Context: an optimization exercise on an open-source flow, tuned for small area and a short achievable clock period. The choices shown serve that exercise and are no tape-out recipe. Only simulation tests tie the RTL to the original design; equivalence was not proved. Power is estimated from default activity; no workload was simulated.

## flow/flow/run.sh

```bash
#!/bin/bash
# The standard ORFS layout, run whole; the only change is the cell used
# for the input and output port buffers (the smallest plain buffer instead of the
# delay buffer the resizer picks by default).
set -euo pipefail
export BUFFER_PORTS_ARGS="-buffer_cell sky130_fd_sc_hd__buf_1"
bash standard.sh > standard.log 2>&1
```

## flow/standard.sh

```bash
#!/bin/bash
# synth_recipe.tcl (not shown) runs the flow's synth.tcl, then flattens the netlist and writes it again
# the make line also repeats each setting of config.mk as NAME=value (left out here)
make -C /OpenROAD-flow-scripts/flow DESIGN_CONFIG=/design/flow/config.mk WORK_HOME=/design/flow/orfs CLKGATE_MAP_FILE= SYNTH_SCRIPT=/design/flow/synth_recipe.tcl "${@:-finish}"
```

## flow/design.v

```verilog
`timescale 1ns / 1ps
module quant_pre(
    input             clk,
    input             rst,
    input      [31:0] i_max,
    input      [31:0] i_activation,
    output reg [23:0] o_p,      
    output reg        o_a24,    
    output reg [22:0] o_nm,     
    output reg [2:0]  o_sh,     
    output reg        o_sat     
);
    wire [7:0]  em = i_max[30:23];
    wire [7:0]  ea = i_activation[30:23];
    wire [22:0] mm = i_max[22:0];
    wire [22:0] ma = i_activation[22:0];
    wire [7:0]  d  = em - ea;
    wire big  = ea > em;
    wire zero = ea < (em - 8'd8);
    wire eq   = (ea == em);
    reg [24:0] a;
    always @(*) begin
        if (zero & ~big)
            a = 25'd0;
        else if (eq)
            a = {1'b1, ma, 1'b0};
        else
            a = {2'b01, ma};
    end
    always @(posedge clk) begin
        o_p   <= a[23:0] ^ {1'b0, ~mm};
        o_a24 <= a[24];
        o_nm  <= ~mm;
        o_sh  <= eq ? 3'd0 : (d[2:0] - 3'd1);
        o_sat <= big | (eq & ~zero & (ma >= mm));
    end
endmodule
`timescale 1ns / 1ps
module quant_divider (
    input  [23:0] i_p,
    input         i_v24,
    input  [22:0] i_nm,
    output        o_bit,
    output [23:1] o_p,
    output        o_r23
);
    localparam N = 24;
    localparam L = 5;
    wire [N-1:0] b = {1'b0, i_nm};
    wire [N-1:0] p = i_p;
    wire [N-1:0] g = ~p & b;                   
    wire [N-1:0] G [0:2*L-1];
    wire [N-1:0] P [0:2*L-1];
    assign G[0] = {g[N-1:1], p[0] | b[0]};
    assign P[0] = {p[N-1:1], 1'b0};
    genvar l, i;
    generate
        for (l = 0; l < L; l = l + 1) begin : g_up
            for (i = 0; i < N; i = i + 1) begin : g_bit
                if (((i + 1) % (2 << l)) == 0) begin : m
                    assign G[l+1][i] = G[l][i] | (P[l][i] & G[l][i - (1 << l)]);
                    assign P[l+1][i] = P[l][i] & P[l][i - (1 << l)];
                end else begin : k
                    assign G[l+1][i] = G[l][i];
                    assign P[l+1][i] = P[l][i];
                end
            end
        end
        for (l = L - 2; l >= 0; l = l - 1) begin : g_dn
            for (i = 0; i < N; i = i + 1) begin : g_bit
                if (((i + 1) % (2 << l)) == (1 << l) && i > (1 << l)) begin : m
                    assign G[2*L-1-l][i] = G[2*L-2-l][i] | (P[2*L-2-l][i] & G[2*L-2-l][i - (1 << l)]);
                    assign P[2*L-1-l][i] = P[2*L-2-l][i] & P[2*L-2-l][i - (1 << l)];
                end else begin : k
                    assign G[2*L-1-l][i] = G[2*L-2-l][i];
                    assign P[2*L-1-l][i] = P[2*L-2-l][i];
                end
            end
        end
    endgenerate
    wire [N-1:0] cy  = G[2*L-1];               
    wire [N-1:0] cin = {cy[N-2:0], 1'b1};      
    assign o_bit = i_v24 | cy[N-1];
    wire [N:0]   bn  = {2'b00, i_nm};          
    wire [N-1:0] x   = p ^ bn[N:1];
    wire [N-1:0] sel = o_bit ? cin : b;
    wire [N-1:0] r   = x ^ sel ^ bn[N:1];
    assign o_r23 = r[N-1];
    assign o_p   = x[N-2:0] ^ sel[N-2:0];
endmodule
`timescale 1ns / 1ps
module quantizer(
    input         clk,
    input         rst,
    input  [31:0] i_max,
    input  [31:0] i_activation,
    output [7:0]  o_index
);
    wire [23:0] p0;
    wire        a24;
    wire [22:0] nm0;
    wire [2:0]  sh0;
    wire        sat0;
    quant_pre u_quant_pre(
        .clk(clk), .rst(rst), .i_max(i_max), .i_activation(i_activation),
        .o_p(p0), .o_a24(a24), .o_nm(nm0), .o_sh(sh0), .o_sat(sat0)
    );
    wire [23:1] p   [1:8];
    wire        r23 [1:8];
    wire [22:0] nm  [1:8];
    wire [2:0]  sh  [1:8];
    wire        sat [1:8];
    wire [7:0]  q   [1:8];    
    wire c1;
    quant_divider u_step1(.i_p(p0), .i_v24(a24), .i_nm(nm0),
                          .o_bit(c1), .o_p(p[1]), .o_r23(r23[1]));
    assign nm[1]  = nm0;
    assign sh[1]  = sh0;
    assign sat[1] = sat0;
    assign q[1]   = {7'd0, c1};
    genvar k;
    generate
        for (k = 2; k <= 8; k = k + 1) begin : g_stage
            reg [23:1] r_p;
            reg        r_r23;
            reg [22:0] r_nm;
            reg [2:0]  r_sh;
            reg        r_sat;
            reg [6:0]  r_q;
            always @(posedge clk) begin
                r_p   <= p[k-1];
                r_r23 <= r23[k-1];
                r_nm  <= nm[k-1];
                r_sh  <= sh[k-1];
                r_sat <= sat[k-1];
                r_q   <= q[k-1][6:0];
            end
            wire c;
            quant_divider u_step(.i_p({r_p, r_nm[0]}), .i_v24(r_r23), .i_nm(r_nm),
                                 .o_bit(c), .o_p(p[k]), .o_r23(r23[k]));
            assign nm[k]  = r_nm;
            assign sh[k]  = r_sh;
            assign sat[k] = r_sat;
            assign q[k]   = {r_q, c};
        end
    endgenerate
    wire [7:0] idx = sat[8] ? 8'hff : (q[8] >> sh[8]);
    reg [3:0] r_cnt;
    reg [7:0] r_index;
    always @(posedge clk or posedge rst) begin
        if (rst) begin
            r_cnt   <= 4'd0;
            r_index <= 8'd0;
        end else begin
            if (!r_cnt[3])
                r_cnt <= r_cnt + 4'd1;
            r_index <= idx & {8{r_cnt[3]}};
        end
    end
    assign o_index = r_index;
endmodule
```

## flow/config.mk

```make
export PLATFORM = sky130hd
export DESIGN_NAME = quantizer
export DESIGN_NICKNAME = quantizer
export VERILOG_FILES = /design/flow/design.v
export SDC_FILE = /design/flow/constraint.sdc
export NUM_CORES = 4
export LEC_CHECK = 0
export CAP_MARGIN = 20
export CORE_MARGIN = 2
export CORE_UTILIZATION = 70
export CTS_CLUSTER_DIAMETER = 100
export CTS_CLUSTER_SIZE = 30
export SETUP_SLACK_MARGIN = 2.5
export SLEW_MARGIN = 20
```

## flow/constraint.sdc

```tcl
create_clock -name core_clock -period 5.0 [get_ports {clk}]
set_input_delay 1.0000 -clock core_clock [delete_from_list [all_inputs] [get_ports {clk}]]
set_output_delay 1.0000 -clock core_clock [all_outputs]
set_load 0.01 [all_outputs]
```

==> impl_metrics.json, run 1 <==
{
  "outcome": "timing/DRC/antenna clean",
  "syn2layout_area_growth_pct": 14.2,
  "gp_congestion": 0.886,
  "design_area_sq_mm": 0.0222,
  "r2r_cells": 9,
  "synth_enable_flop_cells": 0,
  "hold_path_depth": 0,
  "nNetsFinal": 2124,
  "cp-start-kind": "register",
  "grt_pass1_wl_microns": 53300,
  "rsz0062_at_grt": "true",
  "synth_compound_area_share_pct": 12.9,
  "synth_area_leaders": "dfxtp_1, xnor2_1, mux2i_1",
  "dr_total_vias": 13200,
  "synth_common_cells": "dfxtp_1, xnor2_1, mux2i_1",
  "rows": 60,
  "rr_startpoint": "g_stage[3].r_p[12]",
  "cp_slowest_stage_delay_ns": 0.47,
  "dp_hpwl_microns": 22900,
  "synth_top_family_by_area": "XOR/XNOR gates",
  "antenna_found_initial": 0,
  "p_per_area_mw_per_mm2": 632,
  "synth.distinct_cells": 79,
  "path_cells": "nand3b_1, a31oi_2, a31o_2, a21oi_2, o31a_4, o31ai_4, clkbuf_16, mux2i_1, xnor2_1",
  "hold_viol": 0,
  "clock_path_buffers": 3,
  "synth_ff_type": "dfxtp_1",
  "crit_cells": 9,
  "drv_slew": 0,
  "worstMarginPinSlew_ns": 0.724,
  "min_period_ns": 2.67,
  "slowest_stage": "o31ai_4",
  "grt_pass1_vias": 12200,
  "reg2reg_slack_ns": 2.33,
  "avgSynthCellArea_sq_um": 10.3,
  "cts_inserted_buffers": 18,
  "fillers": 1667,
  "final_util_pct": 81.7,
  "cp_top_family": "compound AO/OA/AOI/OAI gates",
  "grt-ovfl-total": 0,
  "fin_skew_ns": 0.0157,
  "synthesis.area_sq_mm": 0.0194,
  "p_leak_nw": 8.97,
  "clk_latency_ns": 0.53,
  "path_clk_slew_ns": 0.11,
  "antenna_left": 0,
  "core-area_sq_mm": 0.0271,
  "synth_mux_area_share_pct": 9.10,
  "ys_seq_area_share_pct": 46.6,
  "crit_start": "g_stage[3].r_p[12]",
  "io_buffers": 71,
  "die-area_sq_mm": 0.0291,
  "wl_per_cell_microns": 14.8,
  "wl_microns": 35300,
  "cts_tree": "done",
  "start_util_pct": 71.6,
  "synth_warnings": 3,
  "fin_cells": 2392,
  "worstPathArrival_ns": 3.13,
  "grt_max_degree": 32,
  "yosys.area.top_type": "dfxtp_1",
  "placed_area_sq_mm": 0.0201,
  "syn_inst": 1892,
  "vias_per_cell": 5.52,
  "hold_path.class": "register to register",
  "drc_errors": 0,
  "grt_util_all_layers_pct": 21.7,
  "async_flop_share_pct": 2.67,
  "synth.top_cell.area_share_pct": 45.1,
  "drive_gt1_share_pct": 14.4,
  "ys_ff_latch": 449,
  "dp_cells": 2314,
  "die_h_microns": 171,
  "ios": 74,
  "synthMostInstantiatedCell": "dfxtp_1",
  "dieWidth_microns": 171,
  "relSlewSlack_pct": 51.6,
  "hold_buffers": 0,
  "critPathBufInv": 1,
  "antenna_cells": 0,
  "crit_path_end_kind": "register",
  "synthesis.nets": 1997,
  "drt_pre_antenna_iters": 5,
  "cp_max_fo": 12,
  "finalSetupTns_ns": 0,
  "max-vdd-ir-drop_mv": 0.263,
  "rr_endpoint": "g_stage[4].r_p[15]",
  "drt_iter0_markers": 614,
  "h-tree-depth": 1,
  "max_freq_mhz": 375,
  "cts_sinks": 449,
  "yosys.area_share.xor_xnor_pct": 15.3,
  "setup_viol": 0,
  "cts_root_buffer": "clkbuf_16",
  "critPathKind": "register to register",
  "required_ns": 5.46,
  "yosys.area_share.simple_pct": 10.9,
  "drv_cap": 0,
  "total_power_mw": 14.0,
  "synthAdderAreaFrac_pct": 2.55,
  "min_period_over_period_pct": 53.4,
  "crit_end": "g_stage[4].r_p[15]"
}
==> worst min-delay path by stage <==
stage | endpoint | startpoint | slack, ns
global route | g_stage[8].r_sh[0] | g_stage[7].r_sh[0] | 0.33
finish | g_stage[5].r_q[1] | g_stage[4].r_q[0] | 0.33
CTS | g_stage[5].r_q[1] | g_stage[4].r_q[0] | 0.34
floorplan | g_stage[2].r_sat | u_quant_pre.o_sat | 0.31
global placement | g_stage[3].r_q[1] | g_stage[2].r_q | 0.31
detailed placement | g_stage[2].r_sh[2] | u_quant_pre.o_sh[2] | 0.31
==> cells in the final DEF (no fill, tap or decap), types with 7 or more instances in the layout <==
| cell type | synthesis | routed |
|---|---|---|
| and3_1 | 9 | 9 |
| buf_4 | 7 | 38 |
| nor3_1 | 13 | 11 |
| and2_1 | 8 | 8 |
| a21o_1 | 15 | 15 |
| nor2b_1 | 46 | 43 |
| nand3b_1 | 26 | 26 |
| mux2i_4 | 0 | 9 |
| o21bai_1 | 7 | 7 |
| nand2b_1 | 45 | 45 |
| xnor2_1 | 213 | 212 |
| inv_1 | 89 | 87 |
| o211ai_1 | 9 | 9 |
| buf_12 | 0 | 7 |
| nand3_1 | 16 | 16 |
| nand4_1 | 26 | 26 |
| a211oi_1 | 16 | 13 |
| mux2i_1 | 157 | 128 |
| mux2i_2 | 0 | 20 |
| nor2_1 | 105 | 103 |
| o21a_1 | 19 | 18 |
| a21oi_1 | 116 | 86 |
| o21ai_0 | 48 | 45 |
| clkbuf_16 | 0 | 26 |
| xor2_1 | 127 | 127 |
| buf_1 | 1 | 66 |
| mux2_2 | 15 | 15 |
| nand2_1 | 72 | 72 |
| dfrtp_1 | 12 | 12 |
| a31oi_1 | 35 | 25 |
| a31oi_2 | 0 | 10 |
| ha_1 | 38 | 35 |
| a21oi_4 | 0 | 18 |
| a21oi_2 | 2 | 14 |
| dfxtp_1 | 437 | 401 |
| dfxtp_2 | 0 | 31 |
| o22ai_1 | 11 | 11 |
| or2_2 | 11 | 11 |
==> metal layers <==
metal / global-route usage, % / vias to the layer above / wire length, microns
met1: 23.9 / 6104 / 14200
met2: 43.0 / 202 / 19000
met3: 2.27 / 58 / 912
li1: - / 6831 / -
met5: 0 / - / 0
met4: 7.36 / 0 / 1290
==> state kept, by name, summed over array words and instances, names as in the netlist <==
register / count
g_stage.r_nm: 161
g_stage.r_sh: 21
g_stage.r_q: 28
g_stage.r_r23: 7
u_quant_pre.o_sh: 3
u_quant_pre.o_nm: 23
r_index: 8
u_quant_pre.o_p: 24
g_stage.r_sat: 7
g_stage.r_p: 161
u_quant_pre.o_a24: 1
r_cnt: 4
u_quant_pre.o_sat: 1
==> area by class of cell <==
cell class	count	area, sq um	share of cell area [%]
Multi-Input combinational cell	1329	10800	48.6
Clock buffer	21	483	2.18
Timing Repair Buffer	130	978	4.42
Inverter	91	354	1.60
Tap cell	372	465	2.10
Sequential cell	449	9110	41.1
==> kinds of logic (layout without fill, tap and decap cells) <==
group,count (synthesis),after routing
compound gates,371,373
buf+inv,119,242
xor+xnor,340,340
fa+ha+maj,39,39
simple gates,400,403
flops,449,449
mux,174,174
==> where the power goes <==
group          internal, mW  switching [mW]  total [mW]
registers              4.70            1.05        5.75
clock network         0.691           0.966        1.66
logic                  3.46            3.13        6.59
total                  8.85            5.14        14.0
==> what timing repair did <==
item                                    in CTS  in global routing
resized for setup                           47                157
cloned                                       5                 11
pin swaps                                   17                 80
setup buffers                                9                 32
endpoints found under the setup margin     183                175
==> metrics by stage <==
step	worst slack (ns)	hold WS, ns
floorplan	2.17	0.310
global placement	1.62	0.312
detailed placement	1.58	0.312
CTS	2.50	0.335
global route	2.28	0.325
finish	2.33	0.330
==> run 2: changes to the inputs <==
--- a/flow/config.mk
+++ b/flow/config.mk
@@ -9,5 +9,6 @@
 export CORE_MARGIN = 2
-export CORE_UTILIZATION = 70
+export CORE_UTILIZATION = 60
 export CTS_CLUSTER_DIAMETER = 100
 export CTS_CLUSTER_SIZE = 30
+export PLACE_DENSITY = 0.75
 export SETUP_SLACK_MARGIN = 2.5
==> impl_metrics.json, run 2 <==
{
  "switchingPower_mw": 5.01,
  "antenna_cells": 0,
  "layout_commonest_cell": "dfxtp_1",
  "rows": 65,
  "min_period_ns": 2.50,
  "fin_cells": 2411,
  "pwr-share-comb_pct": 46.4,
  "wl_microns": 34000,
  "synth_common_cells": "dfxtp_1, xnor2_1, mux2i_1",
  "nNetsFinal": 2111,
  "path_clk_slew_ns": 0.10,
  "syn_inst": 1892,
  "worstPathArrival_ns": 2.92,
  "drive_gt1_share_pct": 12.1,
  "ys_seq_area_share_pct": 46.6,
  "cp-start-kind": "register",
  "layout_common_cells": "dfxtp_1, xnor2_1, mux2i_1, xor2_1, nor2_1",
  "swShare_pct": 36.3,
  "clock_power_share_pct": 12.1,
  "async_flop_share_pct": 2.67,
  "synth_ff_type": "dfxtp_1",
  "core-area_sq_mm": 0.0317,
  "synthMostInstantiatedCell": "dfxtp_1",
  "synth_area_leaders": "dfxtp_1, xnor2_1, mux2i_1",
  "die-area_sq_mm": 0.0338,
  "drv_slew": 0,
  "required_ns": 5.41,
  "synth.top_cell.area_share_pct": 45.1,
  "finalSetupTns_ns": 0,
  "dr_total_vias": 13000,
  "dieWidth_microns": 184,
  "hold_buffers": 0,
  "synth.distinct_cells": 79,
  "avgSynthCellArea_sq_um": 10.3,
  "setup_viol": 0,
  "final_util_pct": 69.3,
  "grt_max_degree": 32,
  "dp_hpwl_microns": 23300,
  "cp_max_fo": 6,
  "clock_path_buffers": 3,
  "rsz0062_at_grt": "true",
  "start_util_pct": 61.2,
  "vias_per_cell": 5.41,
  "antenna_left": 0,
  "cts_inserted_buffers": 18,
  "syn2layout_area_growth_pct": 13.3,
  "biggestRegsByFlops": "g_stage.r_nm (161), g_stage.r_p (161), g_stage.r_q (28)",
  "critPathKind": "register to register",
  "grt_pass1_wl_microns": 53900,
  "wl_per_cell_microns": 14.1,
  "cts_sinks": 449,
  "synth_enable_flop_cells": 0,
  "crit_path_end_kind": "register",
  "grt-ovfl-total": 0,
  "synthesis.area_sq_mm": 0.0194,
  "cts_root_buffer": "clkbuf_16",
  "dp_cells": 2344,
  "drt_iter0_markers": 587,
  "hold_viol": 0,
  "synth_warnings": 3,
  "max_freq_mhz": 399,
  "worstMarginPinSlew_ns": 0.882,
  "die_h_microns": 184,
  "hold_path.class": "register to register",
  "h-tree-depth": 1,
  "cts_tree": "done",
  "grt_pass1_vias": 12300,
  "drt_pre_antenna_iters": 5,
  "relSlewSlack_pct": 41.0,
  "rr_startpoint": "g_stage[7].r_nm[0]",
  "yosys.area.top_type": "dfxtp_1",
  "ios": 74,
  "min_from": "g_stage[6].r_sh[2]",
  "p_int_mw": 8.79,
  "seq_power_share_pct": 41.5,
  "outcome": "timing/DRC/antenna clean",
  "ys_ff_latch": 449,
  "p_leak_nw": 8.91,
  "max-vdd-ir-drop_mv": 0.299,
  "gp_congestion": 0.863,
  "crit_start": "g_stage[7].r_nm[0]",
  "clk_latency_ns": 0.53,
  "p_per_area_mw_per_mm2": 628,
  "grt_util_all_layers_pct": 18.7,
  "min_period_over_period_pct": 50.1,
  "antenna_found_initial": 0,
  "total_power_mw": 13.8,
  "fin_skew_ns": 0.0151,
  "drc_errors": 0,
  "drv_cap": 0,
  "synthesis.nets": 1997,
  "io_buffers": 71
}
-- run 2: cell counts after synthesis --
No cell type changed its count.
-- run 2: power by group through the flow --
stage | logic (mW) | registers (mW) | clock network, mW
after global placement | 5.23 | 5.71 | 0
final | 6.41 | 5.73 | 1.67
after CTS | 5.74 | 5.68 | 1.71
after detailed placement | 5.35 | 5.76 | 0
after floorplan | 4.74 | 5.52 | 0
after global routing | 7.04 | 5.88 | 1.85
-- run 2: worst max-delay path, cell delays in order, from the launching register on --
cell and delay (ns):
dfxtp_2 0.38, mux2_4 0.30, a311oi_4 0.44, o221ai_4 0.18
a41o_4 0.33, nand4_4 0.17, nand3_4 0.20, mux2i_2 0.25
xnor2_1 0.13
-- run 2: cell type report --
class	count	area [sq um]
Multi-Input combinational cell	1329	10700
Inverter	91	354
Tap cell	402	503
Clock buffer	23	490
Sequential cell	449	9080
Fill cell	2366	9730
Timing Repair Buffer	117	895
-- run 2: cell families (layout without fill, tap and decap cells) --
kind of cell / after synthesis / count (layout) / synth area share, %
flops: 449 / 449 / 46.6
simple gates: 400 / 403 / 10.9
compound gates: 371 / 373 / 12.9
xor+xnor: 340 / 340 / 15.3
mux: 174 / 174 / 9.10
buf+inv: 119 / 231 / 2.62
fa+ha+maj: 39 / 39 / 2.55
-- run 2: per-layer routing --
layer / wire length [microns] / global-route usage, %
met1: 14100 / 21.3
met2: 17800 / 36.0
met3: 795 / 1.78
met4: 1250 / 6.72
met5: 0 / 0
-- run 2: through the flow --
stage               hold WS, ns  setup WS [ns]  area, sq um
finish                    0.329           2.50        22000
global route              0.337           2.39        22000
detailed placement        0.312           1.53        20200
CTS                       0.333           2.46        21100
global placement          0.310           1.62        20200
floorplan                 0.310           2.17        19600
-- run 2: worst paths after layout --
| kind | end | slack [ns] | cells after the start |
|---|---|---|---|
| setup / recovery | g_stage[8].r_p[14] | 2.50 | 8 |
| hold / removal | g_stage[7].r_sh[2] | 0.33 | 0 |
| setup reg to reg | g_stage[8].r_p[14] | 2.50 | 8 |
| hold reg to reg | g_stage[7].r_sh[2] | 0.33 | 0 |
| max in group asynchronous | r_cnt[1] | 4.27 | 2 |
| min in group asynchronous | r_index[5] | 0.43 | 2 |
-- run 2: repair_timing --
item | CTS | global route
endpoints found under the setup margin | 183 | 172
setup buffers | 12 | 19
pin swaps | 14 | 79
gates resized for setup | 40 | 124
cloned | 5 | 8
==> run 3: changes to the inputs <==
--- a/flow/config.mk
+++ b/flow/config.mk
@@ -7,2 +7,3 @@
 export LEC_CHECK = 0
+export ABC_AREA = 1
 export CAP_MARGIN = 20
@@ -12,3 +13,2 @@
 export CTS_CLUSTER_SIZE = 30
-export PLACE_DENSITY = 0.75
 export SETUP_SLACK_MARGIN = 2.5
==> impl_metrics.json, run 3 <==
{
  "ys_ff_latch": 449,
  "p_per_area_mw_per_mm2": 561,
  "die-area_sq_mm": 0.0379,
  "layout_common_cells": "nand2_1, dfxtp_1, inv_1, nand3_1, xnor2_1",
  "dieWidth_microns": 195,
  "grt_pass1_vias": 15600,
  "ys_seq_area_share_pct": 41.4,
  "path_clk_slew_ns": 0.10,
  "outcome": "timing/DRC/antenna clean",
  "vias_per_cell": 4.78,
  "crit_path_end_kind": "register",
  "synth_enable_flop_cells": 0,
  "synthMostInstantiatedCell": "nand2_1",
  "min_period_over_period_pct": 48.6,
  "grt_pass1_wl_microns": 62300,
  "drc_errors": 0,
  "drv_cap": 0,
  "worstMarginPinSlew_ns": 0.455,
  "p_leak_nw": 11.9,
  "yosys.area.top_type": "dfxtp_1",
  "nNetsFinal": 3193,
  "critPathBufInv": 2,
  "grt_max_degree": 47,
  "antenna_cells": 0,
  "postCtsSetupRepairBufs": 0,
  "gp_congestion": 0.867,
  "drv_slew": 0,
  "synth_warnings": 3,
  "wl_per_cell_microns": 9.89,
  "cts_root_buffer": "clkbuf_16",
  "max-vdd-ir-drop_mv": 0.278,
  "dr_total_vias": 17000,
  "cp-start-kind": "primary input",
  "avgSynthCellArea_sq_um": 7.21,
  "path_cells": "clkbuf_2, inv_16, ha_4, nand3_2, xor2_1, ha_1, a21oi_1, o221a_4, nand2_2, nand3_1, nand2_1",
  "setup_viol": 0,
  "cts_sinks": 449,
  "finalSetupTns_ns": 0,
  "cts_tree": "done",
  "grt-ovfl-total": 0,
  "hold_path.class": "register to register",
  "dp_slack_ns": 1.84,
  "antenna_left": 0,
  "cp_top_family": "simple AND/OR/NAND/NOR gates",
  "core-area_sq_mm": 0.0357,
  "cts_inserted_buffers": 18,
  "rows": 69,
  "hold_buffers": 0,
  "min_period_ns": 2.43,
  "start_util_pct": 61.1,
  "grt_util_all_layers_pct": 18.4,
  "layout_commonest_cell": "nand2_1",
  "hold_viol": 0,
  "cp_max_fo": 11,
  "max_freq_mhz": 412,
  "syn2layout_area_growth_pct": 5.21,
  "final_util_pct": 64.3,
  "dp_hpwl_microns": 27500,
  "synth.distinct_cells": 46,
  "wl_microns": 35100,
  "fillers": 3165,
  "biggestRegsByFlops": "g_stage.r_nm (161), g_stage.r_p (161), g_stage.r_q (28)",
  "antenna_found_initial": 0,
  "synth_ff_type": "dfxtp_1",
  "rsz0062_at_grt": "false",
  "relSlewSlack_pct": 69.7,
  "die_h_microns": 195,
  "clock_path_buffers": 3,
  "synth_common_cells": "nand2_1, dfxtp_1, inv_1",
  "synthesis.area_sq_mm": 0.0218,
  "drt_pre_antenna_iters": 5,
  "fin_ws_ns": 2.57,
  "synthesis.nets": 3136,
  "slowest_stage": "ha_1",
  "worstPathArrival_ns": 2.85,
  "clk_latency_ns": 0.53,
  "async_flop_share_pct": 2.67,
  "drt_iter0_markers": 523,
  "ios": 74,
  "critPathKind": "primary input to register",
  "fin_worst_hold_slack_ns": 0.327,
  "synth.top_cell.area_share_pct": 40.1,
  "cp_slowest_stage_delay_ns": 0.33,
  "syn_inst": 3031,
  "h-tree-depth": 1,
  "synth_area_leaders": "dfxtp_1, nand2_1, inv_1",
  "placed_area_sq_mm": 0.0224,
  "fin_skew_ns": 0.0149,
  "required_ns": 5.42,
  "io_buffers": 71,
  "design_area_sq_mm": 0.0230,
  "drive_gt1_share_pct": 6.08
}
run 3: changes by cell type after synthesis, moves of 68 or more:
| cell | previous run | this run |
|---|---|---|
| o21ai_0 | 48 | 139 |
| nand3b_1 | 26 | 101 |
| xor2_1 | 127 | 17 |
| a21oi_1 | 116 | 48 |
| xnor2_1 | 213 | 143 |
| mux2i_1 | 157 | 1 |
| nand2_1 | 72 | 1104 |
| inv_1 | 89 | 417 |
| nand3_1 | 16 | 145 |
run 3: final timing paths:
kind,start,end,slack (ns),depth (start not counted)
max,i_max[27],u_quant_pre.o_p[22],2.57,11
min,g_stage[6].r_sh[0],g_stage[7].r_sh[0],0.33,0
max reg2reg,u_quant_pre.o_nm[3],g_stage[2].r_p[5],2.79,13
min reg2reg,g_stage[6].r_sh[0],g_stage[7].r_sh[0],0.33,0
max in group asynchronous,rst,r_index[6],4.27,2
min in group asynchronous,rst,r_index[0],0.44,2
run 3: area by class of cell:
class                           count  area (sq um)  area share (%)
Tap cell                          461           577            2.51
Sequential cell                   449          9050            39.4
Multi-Input combinational cell   2098         10800            47.2
Timing Repair Buffer               77           313            1.36
Clock buffer                       22           487            2.12
Inverter                          444          1710            7.43
run 3: cells by family (layout without fill, tap and decap cells):
logic type | count (synthesis) | after routing | synth area share (%)
flip-flops | 449 | 449 | 41.4
XOR/XNOR | 160 | 160 | 6.42
adder cells (fa/ha/maj) | 39 | 39 | 2.27
multiplexers | 1 | 1 | 0.0458
buffers and inverters | 487 | 543 | 9.54
AND/OR/NAND/NOR | 1586 | 1589 | 32.0
AO/OA/AOI/OAI | 309 | 309 | 8.29
run 3: where the power goes:
part | total, mW | switching (mW) | internal, mW
registers | 5.39 | 0.812 | 4.58
clock network | 1.66 | 0.966 | 0.694
logic | 5.83 | 3.48 | 2.35
run 3: per-stage QoR:
| step | instances | total power [mW] |
|---|---|---|
| floorplan | 3031 | 10.5 |
| global placement | 3526 | 11.0 |
| global route | 3551 | 14.2 |
| detailed placement | 3526 | 11.2 |
| CTS | 3548 | 12.9 |
| finish | 3551 | 12.9 |
run 3: metal layers:
metal	share of wire, %	vias to the layer above	track usage, %
met5	0	-	0
met4	2.2	0	4.13
met2	50	125	36.2
li1	-	9562	-
met1	46	7250	21.2
met3	2.1	40	1.87
run 3: timing repair:
| action | CTS | global route |
|---|---|---|
| pin swaps | 0 | 3 |
| setup endpoints to repair | 32 | 126 |
| gates resized for setup | 3 | 20 |
| cloned | 0 | 3 |
==> run 4: changes to the inputs <==
--- a/flow/config.mk
+++ b/flow/config.mk
@@ -7,6 +7,5 @@
 export LEC_CHECK = 0
-export ABC_AREA = 1
 export CAP_MARGIN = 20
 export CORE_MARGIN = 2
-export CORE_UTILIZATION = 60
+export CORE_UTILIZATION = 55
 export CTS_CLUSTER_DIAMETER = 100
==> impl_metrics.json, run 4 <==
{
  "drive_gt1_share_pct": 14.1,
  "grt-ovfl-total": 0,
  "hold_viol": 0,
  "h-tree-depth": 1,
  "grt_pass1_wl_microns": 56000,
  "seq_power_share_pct": 40.9,
  "clock_path_buffers": 3,
  "rows": 68,
  "crit_path_end_kind": "register",
  "regArea_sq_mm": 0.00911,
  "core-area_sq_mm": 0.0346,
  "ios": 74,
  "max_freq_mhz": 393,
  "reg2reg_slack_ns": 2.51,
  "cts_sinks": 449,
  "synth_area_leaders": "dfxtp_1, xnor2_1, mux2i_1",
  "fin_worst_hold_slack_ns": 0.332,
  "gp_congestion": 0.868,
  "critPathKind": "primary input to register",
  "hold_buffers": 0,
  "synth_enable_flop_cells": 0,
  "rsz0062_at_grt": "true",
  "grt_max_degree": 32,
  "start_util_pct": 56.0,
  "p_per_area_mw_per_mm2": 627,
  "p_leak_nw": 9.02,
  "ys_seq_area_share_pct": 46.6,
  "io_buffers": 71,
  "dieWidth_microns": 192,
  "dp_hpwl_microns": 24100,
  "synthesis.nets": 1997,
  "dr_total_vias": 12800,
  "cts_inserted_buffers": 18,
  "required_ns": 5.43,
  "synthMostInstantiatedCell": "dfxtp_1",
  "outcome": "timing/DRC/antenna clean",
  "clk_latency_ns": 0.54,
  "antenna_found_initial": 0,
  "biggestRegsByFlops": "g_stage.r_nm (161), g_stage.r_p (161), g_stage.r_q (28)",
  "antenna_cells": 0,
  "min_period_over_period_pct": 50.8,
  "cp_max_fo": 7,
  "vias_per_cell": 5.17,
  "die_h_microns": 192,
  "fillers": 2835,
  "drt_iter0_markers": 449,
  "grt_util_all_layers_pct": 18.2,
  "switchingPower_mw": 5.07,
  "cp-start-kind": "primary input",
  "p_int_mw": 8.92,
  "synth_warnings": 3,
  "swShare_pct": 36.2,
  "min_period_ns": 2.54,
  "syn2layout_area_growth_pct": 14.9,
  "multi_input_area_sq_mm": 0.0107,
  "synth_common_cells": "dfxtp_1, xnor2_1, mux2i_1",
  "wl_per_cell_microns": 14.1,
  "clock_power_share_pct": 11.8,
  "cts_root_buffer": "clkbuf_16",
  "grt_pass1_vias": 12300,
  "nNetsFinal": 2125,
  "worstMarginPinSlew_ns": 0.853,
  "path_clk_slew_ns": 0.10,
  "layout_commonest_cell": "dfxtp_1",
  "pwr-share-comb_pct": 47.3,
  "layout_common_cells": "dfxtp_1, xnor2_1, mux2i_1, xor2_1, nor2_1",
  "drc_errors": 0,
  "die-area_sq_mm": 0.0368,
  "async_flop_share_pct": 2.67,
  "synth.top_cell.area_share_pct": 45.1,
  "relSlewSlack_pct": 42.9,
  "max-vdd-ir-drop_mv": 0.374,
  "synth.distinct_cells": 79,
  "drt_pre_antenna_iters": 5,
  "wl_microns": 34800,
  "antenna_left": 0,
  "syn_inst": 1892,
  "synth_ff_type": "dfxtp_1",
  "setup_viol": 0,
  "fin_skew_ns": 0.0204,
  "synthesis.area_sq_mm": 0.0194,
  "drv_cap": 0,
  "drv_slew": 0,
  "ys_ff_latch": 449,
  "hold_path.class": "register to register",
  "cts_tree": "done",
  "yosys.area.top_type": "dfxtp_1",
  "avgSynthCellArea_sq_um": 10.3,
  "worstPathArrival_ns": 2.98,
  "finalSetupTns_ns": 0
}
## run 4: layout make-up
| type | count | area share (%) |
|---|---|---|
| Inverter | 91 | 1.59 |
| Clock buffer | 20 | 2.05 |
| Sequential cell | 449 | 40.9 |
| Multi-Input combinational cell | 1329 | 47.9 |
| Timing Repair Buffer | 131 | 4.91 |
| Clock inverter | 1 | 0.0730 |
| Tap cell | 455 | 2.55 |
## run 4: per-layer routing
metal	track usage, %	wire (microns)	vias to the layer above
li1	-	-	6800
met3	1.96	894	63
met4	6.12	1440	0
met5	0	0	-
met1	20.7	14300	5763
met2	35.0	18200	181
## run 4: final timing paths
kind | start | end | cells past startpoint
worst max-delay path | i_activation[23] | u_quant_pre.o_p[0] | 13
worst min-delay path | g_stage[3].r_sh[1] | g_stage[4].r_sh[1] | 0
worst max register to register | g_stage[2].r_p[1] | g_stage[3].r_p[16] | 10
worst min register to register | g_stage[3].r_sh[1] | g_stage[4].r_sh[1] | 0
max in group asynchronous | rst | r_cnt[3] | 2
min in group asynchronous | rst | r_cnt[0] | 2
## run 4: critical path: stages
cell,delay (ns)
buf_8,0.09
inv_12,0.03
ha_4,0.15
fa_2,0.39
nor2b_2,0.13
nor2_1,0.06
o21bai_1,0.15
a21o_1,0.15
a21oi_2,0.06
o21a_4,0.25
buf_12,0.17
a211oi_4,0.26
xnor2_1,0.09
## run 4: per-stage QoR
step / instances / power [mW] / utilization, % / area, sq um / setup WS, ns
CTS: 2447 / 13.5 / 61.7 / 21400 / 2.44
global placement: 2397 / 11.0 / 58.5 / 20200 / 1.68
finish: 2476 / 14.0 / 64.4 / 22300 / 2.46
detailed placement: 2397 / 11.1 / 58.5 / 20200 / 1.61
floorplan: 1892 / 10.3 / - / 19600 / 2.17
global route: 2476 / 15.0 / 64.4 / 22300 / 2.39
## run 4: repair_timing
item / CTS / global route
pin swaps: 19 / 43
gates cloned: 7 / 11
resized for setup: 71 / 128
setup buffers: 22 / 18
endpoints found under the setup margin: 185 / 176
## run 4: kinds of logic (layout without fill, tap and decap cells)
group | count (synthesis) | after routing | share of synthesized area (%)
DFF | 449 | 449 | 46.6
AOI/OAI and AO/OA | 371 | 373 | 12.9
xor gates and xnor gates | 340 | 340 | 15.3
muxes | 174 | 174 | 9.10
and+or+nand+nor | 400 | 403 | 10.9
buffers and inverters | 119 | 243 | 2.62
adders and majority gates | 39 | 39 | 2.55
## run 4: power groups by stage
stage               clock network (mW)  logic (mW)  registers [mW]
global placement                     0        5.31            5.74
CTS                               1.72        6.04            5.69
detailed placement                   0        5.38            5.76
finish                            1.65        6.61            5.72
floorplan                            0        4.74            5.52
global route                      1.85        7.29            5.91
==> run 5: changes to the inputs <==
--- a/flow/config.mk
+++ b/flow/config.mk
@@ -9,3 +9,3 @@
 export CORE_MARGIN = 2
-export CORE_UTILIZATION = 55
+export CORE_UTILIZATION = 60
 export CTS_CLUSTER_DIAMETER = 100
==> impl_metrics.json, run 5 <==
{
  "cp-start-kind": "primary input",
  "ys_seq_area_share_pct": 46.6,
  "vias_per_cell": 5.33,
  "clock_path_buffers": 3,
  "drv_cap": 0,
  "cts_sinks": 449,
  "synth_ff_type": "dfxtp_1",
  "grt_util_all_layers_pct": 18.8,
  "cp_top_family": "compound AO/OA/AOI/OAI gates",
  "antenna_left": 0,
  "multi_input_area_sq_mm": 0.0106,
  "swShare_pct": 36.2,
  "grt_pass1_wl_microns": 53600,
  "syn2layout_area_growth_pct": 12.1,
  "synth.top_cell.area_share_pct": 45.1,
  "regArea_sq_mm": 0.00908,
  "core-area_sq_mm": 0.0317,
  "cts_inserted_buffers": 18,
  "p_leak_nw": 8.85,
  "path_cells": "buf_8, inv_12, ha_4, fa_2, nor2b_2, o21a_1, o21a_1, o21ai_2, a21oi_2, o21ai_4, buf_12, clkbuf_16, a21oi_2, xnor2_1",
  "rows": 65,
  "switchingPower_mw": 4.90,
  "synthesis.area_sq_mm": 0.0194,
  "die_h_microns": 184,
  "async_flop_share_pct": 2.67,
  "start_util_pct": 61.2,
  "dr_total_vias": 12800,
  "worstPathArrival_ns": 2.94,
  "p_per_area_mw_per_mm2": 623,
  "pwr-share-comb_pct": 45.5,
  "synth_warnings": 3,
  "clk_latency_ns": 0.52,
  "grt_max_degree": 32,
  "crit_path_end_kind": "register",
  "max-vdd-ir-drop_mv": 0.295,
  "setup_viol": 0,
  "cp_max_fo": 6,
  "min_period_over_period_pct": 49.7,
  "cts_root_buffer": "clkbuf_16",
  "wl_per_cell_microns": 13.7,
  "synth_area_leaders": "dfxtp_1, xnor2_1, mux2i_1",
  "min_period_ns": 2.48,
  "worstMarginPinSlew_ns": 0.801,
  "dieWidth_microns": 184,
  "ios": 74,
  "slowest_stage": "fa_2",
  "grt-ovfl-total": 0,
  "gp_congestion": 0.881,
  "relSlewSlack_pct": 46.4,
  "ys_ff_latch": 449,
  "grt_pass1_vias": 12100,
  "rsz0062_at_grt": "true",
  "synth.distinct_cells": 79,
  "biggestRegsByFlops": "g_stage.r_nm (161), g_stage.r_p (161), g_stage.r_q (28)",
  "drt_pre_antenna_iters": 5,
  "syn_inst": 1892,
  "avgSynthCellArea_sq_um": 10.3,
  "fillers": 2469,
  "clock_power_share_pct": 12.3,
  "seq_power_share_pct": 42.2,
  "synth_enable_flop_cells": 0,
  "synthMostInstantiatedCell": "dfxtp_1",
  "max_freq_mhz": 403,
  "critPathBufInv": 4,
  "cts_tree": "done",
  "drt_iter0_markers": 435,
  "fin_skew_ns": 0.0116,
  "synth_common_cells": "dfxtp_1, xnor2_1, mux2i_1",
  "antenna_cells": 0,
  "drive_gt1_share_pct": 11.2,
  "hold_path.class": "register to register",
  "h-tree-depth": 1,
  "wl_microns": 32900,
  "synthesis.nets": 1997,
  "finalSetupTns_ns": 0,
  "dp_hpwl_microns": 23200,
  "p_int_mw": 8.65,
  "io_buffers": 71,
  "cp_slowest_stage_delay_ns": 0.37,
  "nNetsFinal": 2103,
  "hold_viol": 0,
  "outcome": "timing/DRC/antenna clean",
  "drc_errors": 0,
  "layout_commonest_cell": "dfxtp_1",
  "layout_common_cells": "dfxtp_1, xnor2_1, mux2i_1, xor2_1, nor2_1",
  "hold_buffers": 0,
  "required_ns": 5.46,
  "total_power_mw": 13.5,
  "drv_slew": 0,
  "yosys.area.top_type": "dfxtp_1",
  "antenna_found_initial": 0,
  "die-area_sq_mm": 0.0338,
  "path_clk_slew_ns": 0.10,
  "critPathKind": "primary input to register"
}
[run 5: cell type report]
type / count / area share (%)
repair buffers: 108 / 3.61
flip-flops and latches: 449 / 41.7
inverters: 91 / 1.63
well taps: 402 / 2.31
clock buffers: 22 / 2.24
multi-input cells: 1330 / 48.5
[run 5: logic make-up after synthesis]
| kind of cell | synth area share, % |
|---|---|
| AOI/OAI and AO/OA | 12.9 |
| xor gates and xnor gates | 15.3 |
| buffers and inverters | 2.62 |
| muxes | 9.10 |
| and+or+nand+nor | 10.9 |
| adders and majority gates | 2.55 |
| DFF | 46.6 |
[run 5: stage by stage]
stage / hold WS [ns] / setup slack [ns] / utilization, % / cells / area (sq um)
after CTS: 0.332 / 2.38 / 66.6 / 2384 / 21100
after detailed placement: 0.312 / 1.68 / 63.6 / 2344 / 20200
final: 0.332 / 2.52 / 68.6 / 2402 / 21800
after global routing: 0.340 / 2.40 / 68.6 / 2402 / 21800
after global placement: 0.311 / 1.68 / 63.6 / 2344 / 20200
after floorplan: 0.310 / 2.17 / - / 1892 / 19600
[run 5: power by group through the flow]
stage	sequential (mW)	combinational [mW]	clock, mW
floorplan	5.52	4.74	0
global placement	5.73	5.26	0
detailed placement	5.76	5.34	0
CTS	5.68	5.85	1.73
global route	5.89	6.82	1.84
finish	5.72	6.17	1.66
[run 5: routing by layer]
metal / track usage, % / vias to the layer above / part of all wire, %
met5: 0 / - / 0
met3: 1.94 / 57 / 2.3
met4: 7.46 / 0 / 3.5
li1: - / 6771 / -
met1: 21.1 / 5814 / 42
met2: 36.2 / 163 / 52
[run 5: worst paths after layout]
kind / from / endpoint / slack [ns] / cells past startpoint
worst max register to register: g_stage[2].r_nm[0] / g_stage[3].r_p[2] / 2.52 / 9
min in group asynchronous: rst / r_index[4] / 0.43 / 2
worst min-delay path: g_stage[3].r_sh[2] / g_stage[4].r_sh[2] / 0.33 / 0
worst min register to register: g_stage[3].r_sh[2] / g_stage[4].r_sh[2] / 0.33 / 0
max in group asynchronous: rst / r_index[1] / 4.27 / 2
worst max-delay path: i_activation[23] / u_quant_pre.o_p[4] / 2.52 / 14
[run 5: what timing repair did]
item / CTS / global route
pin swaps: 16 / 60
hold endpoints to repair: 0 / 0
endpoints found under the setup margin: 182 / 176
gates cloned: 7 / 5
setup buffers: 11 / 13
resized for setup: 48 / 91
==> run 6: changes to the inputs <==
--- a/flow/config.mk
+++ b/flow/config.mk
@@ -7,2 +7,3 @@
 export LEC_CHECK = 0
+export ABC_AREA = 1
 export CAP_MARGIN = 20
@@ -12,3 +13,3 @@
 export CTS_CLUSTER_SIZE = 30
-export SETUP_SLACK_MARGIN = 2.5
+export SETUP_SLACK_MARGIN = 2.7
 export SLEW_MARGIN = 20
==> impl_metrics.json, run 6 <==
{
  "outcome": "timing/DRC/antenna clean",
  "core-area_sq_mm": 0.0357,
  "grt-ovfl-total": 0,
  "drv_slew": 0,
  "synth_area_leaders": "dfxtp_1, nand2_1, inv_1",
  "hold_path_depth": 0,
  "total_power_mw": 13.1,
  "synthMostInstantiatedCell": "nand2_1",
  "path_clk_slew_ns": 0.10,
  "ios": 74,
  "grt_pass1_wl_microns": 63200,
  "crit_start": "i_max[26]",
  "worst_hold_path.endpoint": "g_stage[2].r_sh[2]",
  "cts_sinks": 449,
  "finalSetupTns_ns": 0,
  "hold_path.class": "register to register",
  "relSlewSlack_pct": 71.2,
  "synth_common_cells": "nand2_1, dfxtp_1, inv_1",
  "drt_pre_antenna_iters": 5,
  "yosys.area.top_type": "dfxtp_1",
  "worstPathArrival_ns": 2.74,
  "nNetsFinal": 3215,
  "drc_errors": 0,
  "grt_pass1_vias": 15800,
  "ys_ff_latch": 449,
  "crit_cells": 12,
  "max-vdd-ir-drop_mv": 0.234,
  "fin_skew_ns": 0.00951,
  "dp_hpwl_microns": 27600,
  "antenna_cells": 0,
  "async_flop_share_pct": 2.67,
  "crit_path_end_kind": "register",
  "antenna_left": 0,
  "worstMarginPinSlew_ns": 0.431,
  "layout_common_cells": "nand2_1, dfxtp_1, inv_1, nand3_1, xnor2_1",
  "rows": 69,
  "critPathBufInv": 3,
  "fillers": 3159,
  "required_ns": 5.43,
  "layout_commonest_cell": "nand2_1",
  "setup_viol": 0,
  "cts_root_buffer": "clkbuf_16",
  "drive_gt1_share_pct": 7.36,
  "hold_viol": 0,
  "cp_slowest_stage_delay_ns": 0.35,
  "top_usage_layer": "met2",
  "io_buffers": 71,
  "synth.distinct_cells": 46,
  "cts_tree": "done",
  "slowest_stage": "o221a_4",
  "wl_microns": 37000,
  "placed_area_sq_mm": 0.0224,
  "p_per_area_mw_per_mm2": 562,
  "biggestRegsByFlops": "g_stage.r_nm (161), g_stage.r_p (161), g_stage.r_q (28)",
  "synthesis.area_sq_mm": 0.0218,
  "hold_buffers": 0,
  "syn2layout_area_growth_pct": 7.08,
  "rsz0062_at_grt": "true",
  "synth_warnings": 3,
  "avgSynthCellArea_sq_um": 7.21,
  "dieWidth_microns": 195,
  "die_h_microns": 195,
  "path_cells": "buf_6, inv_8, ha_4, nand3_2, xor2_1, ha_1, a21oi_2, o221a_4, buf_12, nand2_8, nand3_1, nand2_1",
  "fin_worst_hold_slack_ns": 0.335,
  "start_util_pct": 61.1,
  "gp_congestion": 0.868,
  "drt_iter0_markers": 589,
  "clock_path_buffers": 3,
  "synth_enable_flop_cells": 0,
  "r2r_cells": 9,
  "antenna_found_initial": 0,
  "ys_seq_area_share_pct": 41.4,
  "h-tree-depth": 1,
  "max_freq_mhz": 433,
  "grt_util_all_layers_pct": 18.7,
  "min_from": "u_quant_pre.o_sh[2]",
  "syn_inst": 3031,
  "drv_cap": 0,
  "cp_top_family": "compound AO/OA/AOI/OAI gates",
  "synthesis.nets": 3136,
  "synth_ff_type": "dfxtp_1",
  "rr_endpoint": "g_stage[5].r_p[1]",
  "grt_max_degree": 39,
  "met3_usage_pct": 2.05,
  "clk_latency_ns": 0.53,
  "dr_total_vias": 17300,
  "met2_usage_pct": 37.0,
  "wl_per_cell_microns": 10.4,
  "cp-start-kind": "primary input",
  "p_leak_nw": 12.0,
  "min_period_ns": 2.31,
  "cp_max_fo": 11,
  "rr_startpoint": "g_stage[4].r_nm[21]",
  "vias_per_cell": 4.83,
  "critPathKind": "primary input to register",
  "met1_usage_pct": 21.4,
  "die-area_sq_mm": 0.0379,
  "design_area_sq_mm": 0.0234,
  "reg2reg_slack_ns": 2.90,
  "min_period_over_period_pct": 46.2,
  "synth.top_cell.area_share_pct": 40.1,
  "final_util_pct": 65.4,
  "cts_inserted_buffers": 18
}
## run 6: changes by cell type after synthesis, sizes merged, moves of 45 or more
cell | previous run | this run
nand2 | 72 | 1165
inv | 91 | 441
mux2i | 157 | 1
nand3 | 17 | 163
o21ai | 57 | 185
xor2 | 127 | 17
nand3b | 26 | 101
xnor2 | 213 | 143
a21oi | 118 | 50
nor2b | 46 | 0
nand2b | 45 | 0
## run 6: how the worst max path moves through the flow
stage	to	slack [ns]
3_5_place_dp	u_quant_pre.o_p[1]	1.82
4_1_cts	g_stage[8].r_p[16]	2.71
5_1_grt	u_quant_pre.o_p[6]	2.62
6_report	u_quant_pre.o_p[11]	2.69
3_3_place_gp	u_quant_pre.o_p[3]	1.89
2_1_floorplan	u_quant_pre.o_p[10]	2.49
## run 6: metrics by stage
step / instances / setup WS, ns
3_3_place_gp: 3526 / 1.89
6_report: 3573 / 2.69
5_1_grt: 3573 / 2.62
2_1_floorplan: 3031 / 2.49
3_5_place_dp: 3526 / 1.82
4_1_cts: 3549 / 2.71
## run 6: per-layer routing
| layer | wire [microns] | vias up |
|---|---|---|
| met4 | 822 | 0 |
| met1 | 16300 | 7414 |
| met5 | 0 | - |
| met3 | 938 | 51 |
| li1 | - | 9625 |
| met2 | 19000 | 185 |
## run 6: worst reg2reg max path, cell delays in order (launching register included)
cell,delay [ns]
dfxtp_1,0.40
inv_1,0.05
o21ai_0,0.25
nor2_1,0.10
nor3_1,0.35
a21oi_2,0.13
nand3_4,0.22
buf_4,0.24
nand2_1,0.12
xor2_1,0.15
## run 6: logic make-up (layout without fill, tap and decap cells)
kind of cell | Yosys count | in the layout | synth area share, %
buffers and inverters | 487 | 557 | 9.54
AO/OA/AOI/OAI | 309 | 309 | 8.29
AND/OR/NAND/NOR | 1586 | 1597 | 32.0
multiplexers | 1 | 1 | 0.0458
adder cells (fa/ha/maj) | 39 | 39 | 2.27
flip-flops | 449 | 449 | 41.4
XOR/XNOR | 160 | 160 | 6.42
## run 6: repair_timing
item                       CTS  global route
pin swaps                    2            17
buffers inserted             0            14
setup endpoints to repair  124           115
resized for setup           18            44
gates cloned                 1            10
## run 6: power breakdown
| group | switching [mW] | internal [mW] |
|---|---|---|
| sequential | 0.815 | 4.58 |
| clock | 0.973 | 0.694 |
| combinational | 3.62 | 2.46 |
## run 6: area by class of cell
class                      instances  area (sq um)  share of cell area, %
timing repair buffer              91           517                   2.21
inverter                         444          1710                   7.33
sequential                       449          9050                   38.7
tap                              461           577                   2.47
clock buffer                      22           487                   2.08
multi-input combinational       2106         11000                   47.2
==> run 7: changes to the inputs <==
--- a/flow/config.mk
+++ b/flow/config.mk
@@ -13,3 +13,3 @@
 export CTS_CLUSTER_SIZE = 30
-export SETUP_SLACK_MARGIN = 2.7
+export SETUP_SLACK_MARGIN = 2.3
 export SLEW_MARGIN = 20
==> impl_metrics.json, run 7 <==
{
  "outcome": "timing/DRC/antenna clean",
  "start_util_pct": 61.1,
  "drive_gt1_share_pct": 5.67,
  "fillers": 3297,
  "synth_common_cells": "nand2_1, dfxtp_1, inv_1",
  "cts_tree": "done",
  "clock_path_buffers": 3,
  "required_ns": 5.43,
  "synth_enable_flop_cells": 0,
  "path_clk_slew_ns": 0.11,
  "antenna_cells": 0,
  "ys_seq_area_share_pct": 41.4,
  "rsz0062_at_grt": "false",
  "syn_inst": 3031,
  "total_power_mw": 12.8,
  "fin_cells": 3547,
  "grt_util_all_layers_pct": 18.4,
  "wl_microns": 34100,
  "worstMarginPinSlew_ns": 0.522,
  "cp_max_fo": 46,
  "layout_commonest_cell": "nand2_1",
  "cp-start-kind": "primary input",
  "fin_ws_ns": 2.53,
  "synth_area_leaders": "dfxtp_1, nand2_1, inv_1",
  "drv_slew": 0,
  "hold_viol": 0,
  "grt_pass1_wl_microns": 61800,
  "clk_latency_ns": 0.54,
  "nNetsFinal": 3190,
  "dieWidth_microns": 195,
  "min_period_over_period_pct": 49.4,
  "fin_worst_hold_slack_ns": 0.323,
  "synth.top_cell.area_share_pct": 40.1,
  "dp_cells": 3526,
  "max-vdd-ir-drop_mv": 0.254,
  "cts_root_buffer": "clkbuf_16",
  "synth_ff_type": "dfxtp_1",
  "layout_common_cells": "nand2_1, dfxtp_1, inv_1, nand3_1, xnor2_1",
  "drt_iter0_markers": 533,
  "min_period_ns": 2.47,
  "io_buffers": 71,
  "max_freq_mhz": 405,
  "finalSetupTns_ns": 0,
  "dr_total_vias": 17000,
  "crit_path_end_kind": "register",
  "placed_area_sq_mm": 0.0223,
  "cts_inserted_buffers": 18,
  "synthesis.nets": 3136,
  "die_h_microns": 195,
  "avgSynthCellArea_sq_um": 7.21,
  "async_flop_share_pct": 2.67,
  "worstPathArrival_ns": 2.90,
  "yosys.area.top_type": "dfxtp_1",
  "ios": 74,
  "grt_max_degree": 47,
  "drc_errors": 0,
  "grt-ovfl-total": 0,
  "hold_path.class": "register to register",
  "drv_cap": 0,
  "synthesis.area_sq_mm": 0.0218,
  "postCtsSetupRepairBufs": 0,
  "synth.distinct_cells": 46,
  "gp_congestion": 0.840,
  "design_area_sq_mm": 0.0228,
  "cts_sinks": 449,
  "drt_pre_antenna_iters": 5,
  "vias_per_cell": 4.78,
  "p_leak_nw": 11.8,
  "die-area_sq_mm": 0.0379,
  "synthMostInstantiatedCell": "nand2_1",
  "critPathKind": "primary input to register",
  "antenna_left": 0,
  "dp_slack_ns": 1.76,
  "p_per_area_mw_per_mm2": 560,
  "syn2layout_area_growth_pct": 4.51,
  "antenna_found_initial": 0,
  "synth_warnings": 3,
  "relSlewSlack_pct": 65.1,
  "grt_pass1_vias": 15500,
  "fin_skew_ns": 0.0149,
  "setup_viol": 0,
  "ys_ff_latch": 449,
  "biggestRegsByFlops": "g_stage.r_nm (161), g_stage.r_p (161), g_stage.r_q (28)",
  "final_util_pct": 63.9,
  "core-area_sq_mm": 0.0357,
  "rows": 69,
  "wl_per_cell_microns": 9.62,
  "dp_hpwl_microns": 27900,
  "h-tree-depth": 1
}
-- run 7: changes by cell type in the layout (fill, tap and decap cells not counted), moves of 4 or more --
cell,before,now
a21oi_1,41,48
a21oi_2,9,2
buf_1,67,71
buf_12,5,0
buf_4,14,6
buf_6,4,0
inv_2,17,22
inv_4,7,1
nand2_1,1095,1103
nand2_2,65,59
nand2_8,5,0
nand3_4,8,3
-- run 7: final cells by class --
| type | instances | area (sq um) | area share [%] |
|---|---|---|---|
| multi-input cells | 2095 | 10700 | 47.0 |
| flip-flops and latches | 449 | 9050 | 39.6 |
| inverters | 444 | 1670 | 7.33 |
| well taps | 461 | 577 | 2.53 |
| clock buffers | 21 | 483 | 2.12 |
| repair buffers | 77 | 312 | 1.36 |
-- run 7: layer usage --
layer / track usage, % / part of all wire, % / up-vias
met5: 0 / 0 / -
met4: 4.58 / 1.5 / 0
met3: 1.63 / 1.9 / 29
met2: 36.6 / 51 / 119
met1: 20.8 / 46 / 7263
li1: - / - / 9544
-- run 7: kinds of logic after synthesis --
group	after synthesis	share of synthesized area, %
compound gates	309	8.29
xor+xnor	160	6.42
fa+ha+maj	39	2.27
buf+inv	487	9.54
flops	449	41.4
mux	1	0.0458
simple gates	1586	32.0
-- run 7: path summary, 6_finish.rpt --
check / startpoint / end / slack (ns) / cells past startpoint
setup reg to reg: g_stage[3].r_p[2] / g_stage[4].r_p[3] / 2.62 / 15
setup / recovery: i_max[26] / u_quant_pre.o_p[2] / 2.53 / 12
hold / removal: g_stage[6].r_q[1] / g_stage[7].r_q[2] / 0.32 / 0
hold reg to reg: g_stage[6].r_q[1] / g_stage[7].r_q[2] / 0.32 / 0
min in group asynchronous: rst / r_index[0] / 0.42 / 2
max in group asynchronous: rst / r_cnt[0] / 4.25 / 2
-- run 7: critical path, stage by stage --
cell	delay [ns]
buf_1	0.08
inv_1	0.10
ha_1	0.20
nand3_1	0.11
xor2_1	0.16
ha_1	0.31
nand4_1	0.08
o221a_2	0.29
nand2_4	0.32
nand2_1	0.11
nand2_1	0.07
nand2_1	0.04
-- run 7: report_power, final --
group / internal, mW / switching, mW
clock network: 0.691 / 0.968
registers: 4.58 / 0.811
logic: 2.32 / 3.41
-- run 7: repair_timing --
| item | 4_1_cts | 5_1_grt |
|---|---|---|
| endpoints found under the setup margin | 0 | 42 |
| hold buffers | 0 | 0 |
| gates resized for setup | 0 | 5 |
==> run 8: changes to the inputs <==
--- a/flow/config.mk
+++ b/flow/config.mk
@@ -13,3 +13,3 @@
 export CTS_CLUSTER_SIZE = 30
-export SETUP_SLACK_MARGIN = 2.3
+export SETUP_SLACK_MARGIN = 2.9
 export SLEW_MARGIN = 20
==> impl_metrics.json, run 8 <==
{
  "grt_pass1_vias": 15900,
  "gp_congestion": 0.849,
  "worstMarginPinSlew_ns": 0.483,
  "cts_inserted_buffers": 18,
  "hold_path.class": "register to register",
  "p_per_area_mw_per_mm2": 568,
  "setup_viol": 0,
  "ios": 74,
  "synthMostInstantiatedCell": "nand2_1",
  "die_h_microns": 195,
  "start_util_pct": 61.1,
  "max-vdd-ir-drop_mv": 0.245,
  "regArea_sq_mm": 0.00907,
  "synth_area_leaders": "dfxtp_1, nand2_1, inv_1",
  "wl_microns": 38500,
  "drv_slew": 0,
  "drt_pre_antenna_iters": 5,
  "grt_max_degree": 32,
  "cp_top_family": "simple AND/OR/NAND/NOR gates",
  "required_ns": 5.43,
  "design_area_sq_mm": 0.0240,
  "nNetsFinal": 3259,
  "vias_per_cell": 4.84,
  "relSlewSlack_pct": 67.5,
  "fin_cells": 3617,
  "rows": 69,
  "yosys.area.top_type": "dfxtp_1",
  "finalSetupTns_ns": 0,
  "synth_mux_area_share_pct": 0.0458,
  "fin_skew_ns": 0.0111,
  "cts_root_buffer": "clkbuf_16",
  "synth_compound_area_share_pct": 8.29,
  "synth_top_family_by_area": "simple AND/OR/NAND/NOR gates",
  "yosys.area_share.simple_pct": 32.0,
  "dp_slack_ns": 1.44,
  "layout_commonest_cell": "nand2_1",
  "synthesis.area_sq_mm": 0.0218,
  "core-area_sq_mm": 0.0357,
  "dp_cells": 3525,
  "cts_sinks": 449,
  "synth_enable_flop_cells": 0,
  "hold_viol": 0,
  "worstPathArrival_ns": 2.70,
  "antenna_cells": 0,
  "fin_ws_ns": 2.73,
  "ys_ff_latch": 449,
  "cp_max_fo": 8,
  "dp_hpwl_microns": 27600,
  "wl_per_cell_microns": 10.6,
  "syn_inst": 3031,
  "drv_cap": 0,
  "crit_path_end_kind": "register",
  "layout_common_cells": "nand2_1, dfxtp_1, inv_1, nand3_1, xnor2_1",
  "synth.top_cell.area_share_pct": 40.1,
  "critPathKind": "primary input to register",
  "critPathBufInv": 2,
  "multi_input_area_sq_mm": 0.0113,
  "antenna_left": 0,
  "rsz0062_at_grt": "true",
  "biggestRegsByFlops": "g_stage.r_nm (161), g_stage.r_p (161), g_stage.r_q (28)",
  "synth.distinct_cells": 46,
  "yosys.area_share.xor_xnor_pct": 6.42,
  "grt_util_all_layers_pct": 19.5,
  "cp_slowest_stage_delay_ns": 0.34,
  "h-tree-depth": 1,
  "synth_common_cells": "nand2_1, dfxtp_1, inv_1",
  "io_buffers": 71,
  "dieWidth_microns": 195,
  "drive_gt1_share_pct": 10.0,
  "ys_seq_area_share_pct": 41.4,
  "hold_buffers": 0,
  "placed_area_sq_mm": 0.0224,
  "slowest_stage": "fa_2",
  "synth_ff_type": "dfxtp_1",
  "outcome": "timing/DRC/antenna clean",
  "synthesis.nets": 3136,
  "grt-ovfl-total": 0,
  "cp-start-kind": "primary input",
  "die-area_sq_mm": 0.0379,
  "path_cells": "buf_8, inv_4, ha_4, fa_2, nor2_2, nor2_1, nor2_1, o21ai_1, o211ai_1, nand2_8, nand2_8, nand2_2, nand2_1, nand2_1",
  "path_clk_slew_ns": 0.10,
  "min_period_over_period_pct": 45.4,
  "grt_pass1_wl_microns": 65100,
  "min_period_ns": 2.27,
  "avgSynthCellArea_sq_um": 7.21,
  "p_leak_nw": 12.3,
  "antenna_found_initial": 0,
  "syn2layout_area_growth_pct": 9.91,
  "synthAdderAreaFrac_pct": 2.27,
  "dr_total_vias": 17500,
  "drt_iter0_markers": 546,
  "fillers": 3075,
  "clock_path_buffers": 3,
  "final_util_pct": 67.2,
  "async_flop_share_pct": 2.67,
  "synth_warnings": 3,
  "max_freq_mhz": 441,
  "drc_errors": 0,
  "clk_latency_ns": 0.53,
  "cts_tree": "done"
}
run 8: cell counts after synthesis:
No cell type changed its count.
run 8: timing repair:
item,in CTS,in global routing
buffers inserted,7,42
cloned,12,9
endpoints found under the hold margin,0,0
resized for setup,65,75
pin swaps,13,25
endpoints found under the setup margin,179,182
run 8: cell type report:
| class | count | share of cell area [%] |
|---|---|---|
| inverters | 444 | 7.24 |
| repair buffers | 126 | 3.52 |
| multi-input cells | 2113 | 47.0 |
| clock buffers | 22 | 2.03 |
| repair inverters | 2 | 0.0730 |
| flip-flops and latches | 449 | 37.8 |
| well taps | 461 | 2.40 |
run 8: logic make-up (layout without fill, tap and decap cells):
kind of cell    Yosys count  count (layout)
simple gates           1586            1604
buf+inv                 487             594
flops                   449             449
compound gates          309             309
xor+xnor                160             160
fa+ha+maj                39              39
mux                       1               1
run 8: final timing paths:
path                                     start            endpoint  slack (ns)  depth (start not counted)
max in group asynchronous                  rst          r_index[1]        4.27                          2
setup / recovery              i_activation[23]  u_quant_pre.o_p[6]        2.73                         14
setup reg to reg           g_stage[2].r_nm[17]  g_stage[3].r_p[22]        3.01                         10
hold reg to reg              g_stage[6].r_q[4]   g_stage[7].r_q[5]        0.33                          0
hold / removal               g_stage[6].r_q[4]   g_stage[7].r_q[5]        0.33                          0
min in group asynchronous                  rst          r_index[7]        0.43                          2
run 8: stage by stage:
stage | hold WS [ns] | total power [mW]
CTS | 0.331 | 13.2
detailed placement | 0.312 | 11.2
floorplan | 0.310 | 10.5
finish | 0.327 | 13.6
global route | 0.334 | 15.0
global placement | 0.311 | 11.0
run 8: worst reg2reg max path, stage by stage (launching register included):
cell     delay [ns]
dfxtp_1        0.36
o21ai_0        0.35
o21ai_1        0.19
a21oi_4        0.27
nand3_4        0.21
buf_4          0.19
buf_4          0.12
nand3_2        0.06
nand2_1        0.05
nand2_1        0.05
nand2_1        0.04
run 8: report_power, final:
part | internal [mW] | switching [mW] | total (mW)
Combinational | 2.76 | 3.80 | 6.57
Sequential | 4.58 | 0.815 | 5.40
Clock | 0.694 | 0.973 | 1.67
run 8: routing by layer:
metal | wire [microns] | track usage [%] | part of all wire, %
met1 | 16500 | 21.4 | 43
met2 | 20200 | 39.2 | 53
met3 | 843 | 1.80 | 2.2
met4 | 975 | 5.71 | 2.5
met5 | 0 | 0 | 0
==> run 9: changes to the inputs <==
--- a/flow/config.mk
+++ b/flow/config.mk
@@ -13,3 +13,3 @@
 export CTS_CLUSTER_SIZE = 30
-export SETUP_SLACK_MARGIN = 2.9
+export SETUP_SLACK_MARGIN = 3.1
 export SLEW_MARGIN = 20
==> impl_metrics.json, run 9 <==
{
  "avgSynthCellArea_sq_um": 7.21,
  "required_ns": 5.43,
  "core-area_sq_mm": 0.0357,
  "cp_max_fo": 12,
  "rsz0062_at_grt": "true",
  "die-area_sq_mm": 0.0379,
  "critPathKind": "primary input to register",
  "p_leak_nw": 13.8,
  "antenna_left": 0,
  "drv_slew": 0,
  "dieWidth_microns": 195,
  "setup_viol": 0,
  "cp-start-kind": "primary input",
  "layout_common_cells": "nand2_1, inv_1, dfxtp_1, nand2_2, xnor2_1",
  "top_usage_layer": "met2",
  "yosys.area.top_type": "dfxtp_1",
  "cts_root_buffer": "clkbuf_16",
  "clk_latency_ns": 0.54,
  "synth_common_cells": "nand2_1, dfxtp_1, inv_1",
  "h-tree-depth": 1,
  "nNetsFinal": 3385,
  "vias_per_cell": 5.02,
  "synthesis.area_sq_mm": 0.0218,
  "drc_errors": 0,
  "synth_warnings": 3,
  "die_h_microns": 195,
  "wl_microns": 46500,
  "fin_skew_ns": 0.0112,
  "total_power_mw": 16.3,
  "met1_usage_pct": 22.2,
  "final_util_pct": 76.3,
  "min_period_ns": 2.26,
  "fin_worst_hold_slack_ns": 0.333,
  "drt_pre_antenna_iters": 5,
  "hold_path.class": "register to register",
  "yosys.area_share.simple_pct": 32.0,
  "outcome": "timing/DRC/antenna clean",
  "max_freq_mhz": 442,
  "path_clk_slew_ns": 0.10,
  "clock_path_buffers": 3,
  "io_buffers": 71,
  "ys_ff_latch": 449,
  "p_per_area_mw_per_mm2": 597,
  "grt_max_degree": 32,
  "crit_path_end_kind": "register",
  "antenna_cells": 0,
  "cts_sinks": 449,
  "synthMostInstantiatedCell": "nand2_1",
  "min_period_over_period_pct": 45.3,
  "hold_viol": 0,
  "grt_pass1_vias": 16300,
  "start_util_pct": 61.1,
  "max-vdd-ir-drop_mv": 0.306,
  "hold_buffers": 0,
  "antenna_found_initial": 0,
  "layout_commonest_cell": "nand2_1",
  "drt_iter0_markers": 617,
  "relSlewSlack_pct": 69.9,
  "synth_top_family_by_area": "simple AND/OR/NAND/NOR gates",
  "finalSetupTns_ns": 0,
  "grt_util_all_layers_pct": 20.6,
  "grt-ovfl-total": 0,
  "drive_gt1_share_pct": 26.4,
  "ys_seq_area_share_pct": 41.4,
  "yosys.area_share.xor_xnor_pct": 6.42,
  "synth.distinct_cells": 46,
  "met2_usage_pct": 40.8,
  "synth_ff_type": "dfxtp_1",
  "met3_usage_pct": 2.19,
  "gp_congestion": 0.842,
  "drv_cap": 0,
  "synthAdderAreaFrac_pct": 2.27,
  "synth.top_cell.area_share_pct": 40.1,
  "wl_per_cell_microns": 12.4,
  "worstMarginPinSlew_ns": 0.451,
  "syn2layout_area_growth_pct": 24.8,
  "dr_total_vias": 18800,
  "cts_tree": "done",
  "synth_compound_area_share_pct": 8.29,
  "synthesis.nets": 3136,
  "async_flop_share_pct": 2.67,
  "ios": 74,
  "biggestRegsByFlops": "g_stage.r_nm (161), g_stage.r_p (161), g_stage.r_q (28)",
  "syn_inst": 3031,
  "grt_pass1_wl_microns": 67900,
  "synth_mux_area_share_pct": 0.0458,
  "cts_inserted_buffers": 18,
  "dp_hpwl_microns": 27900,
  "rows": 69,
  "synth_enable_flop_cells": 0,
  "worstPathArrival_ns": 2.70,
  "synth_area_leaders": "dfxtp_1, nand2_1, inv_1"
}
run 9: cell count changes in the layout (fill, tap and decap cells not counted), sizes merged:
cell,before,now
buf,124,231
clkbuf,24,36
clkinv,4,12
inv,442,441
run 9: what timing repair did:
action | in CTS | in global routing
gates resized for setup | 135 | 681
setup endpoints to repair | 205 | 203
pin swaps | 23 | 190
gates cloned | 16 | 20
setup buffers | 43 | 117
run 9: final timing paths:
path / from / end / cells past startpoint / slack [ns]
max reg2reg: g_stage[3].r_nm[3] / g_stage[4].r_p[10] / 13 / 3.03
min: g_stage[2].r_sh[2] / g_stage[3].r_sh[2] / 0 / 0.33
min in group asynchronous: rst / r_index[5] / 2 / 0.42
min reg2reg: g_stage[2].r_sh[2] / g_stage[3].r_sh[2] / 0 / 0.33
max: i_max[26] / u_quant_pre.o_p[22] / 12 / 2.74
max in group asynchronous: rst / r_index[3] / 2 / 4.26
run 9: layout make-up:
type	instances	area [sq um]
timing repair inverter	9	133
sequential	449	9350
multi-input combinational	2113	12700
fill	2565	8480
inverter	444	1830
clock buffer	22	487
timing repair buffer	245	2160
tap	461	577
run 9: critical path: stages:
cell     delay [ns]
buf_12         0.11
inv_12         0.05
ha_4           0.14
nand3_2        0.06
xor2_1         0.16
ha_1           0.33
a21oi_2        0.17
o221a_4        0.24
buf_12         0.17
nand2_8        0.11
nand3_1        0.09
nand2_1        0.05
run 9: kinds of logic after synthesis:
logic type / count (synthesis)
simple gates: 1586
buf+inv: 487
flops: 449
compound gates: 309
xor+xnor: 160
fa+ha+maj: 39
mux: 1
run 9: per-layer routing:
| metal | vias up | wire length, microns |
|---|---|---|
| met4 | 0 | 2000 |
| li1 | 10000 | - |
| met2 | 293 | 25200 |
| met1 | 8363 | 18200 |
| met3 | 119 | 1180 |
| met5 | - | 0 |
run 9: through the flow:
step	instances	setup WS, ns	area, sq um
2_1_floorplan	3031	2.49	22000
3_3_place_gp	3525	1.96	22400
3_5_place_dp	3525	1.92	22400
4_1_cts	3606	2.78	24000
5_1_grt	3743	2.68	27300
6_report	3743	2.74	27300
run 9: where the power goes:
part	internal [mW]	leakage, nW	switching, mW	total [mW]
combinational	3.97	9.72	5.12	9.09
clock	0.694	0.238	0.992	1.69
sequential	4.68	3.84	0.821	5.51
total	9.35	13.8	6.93	16.3
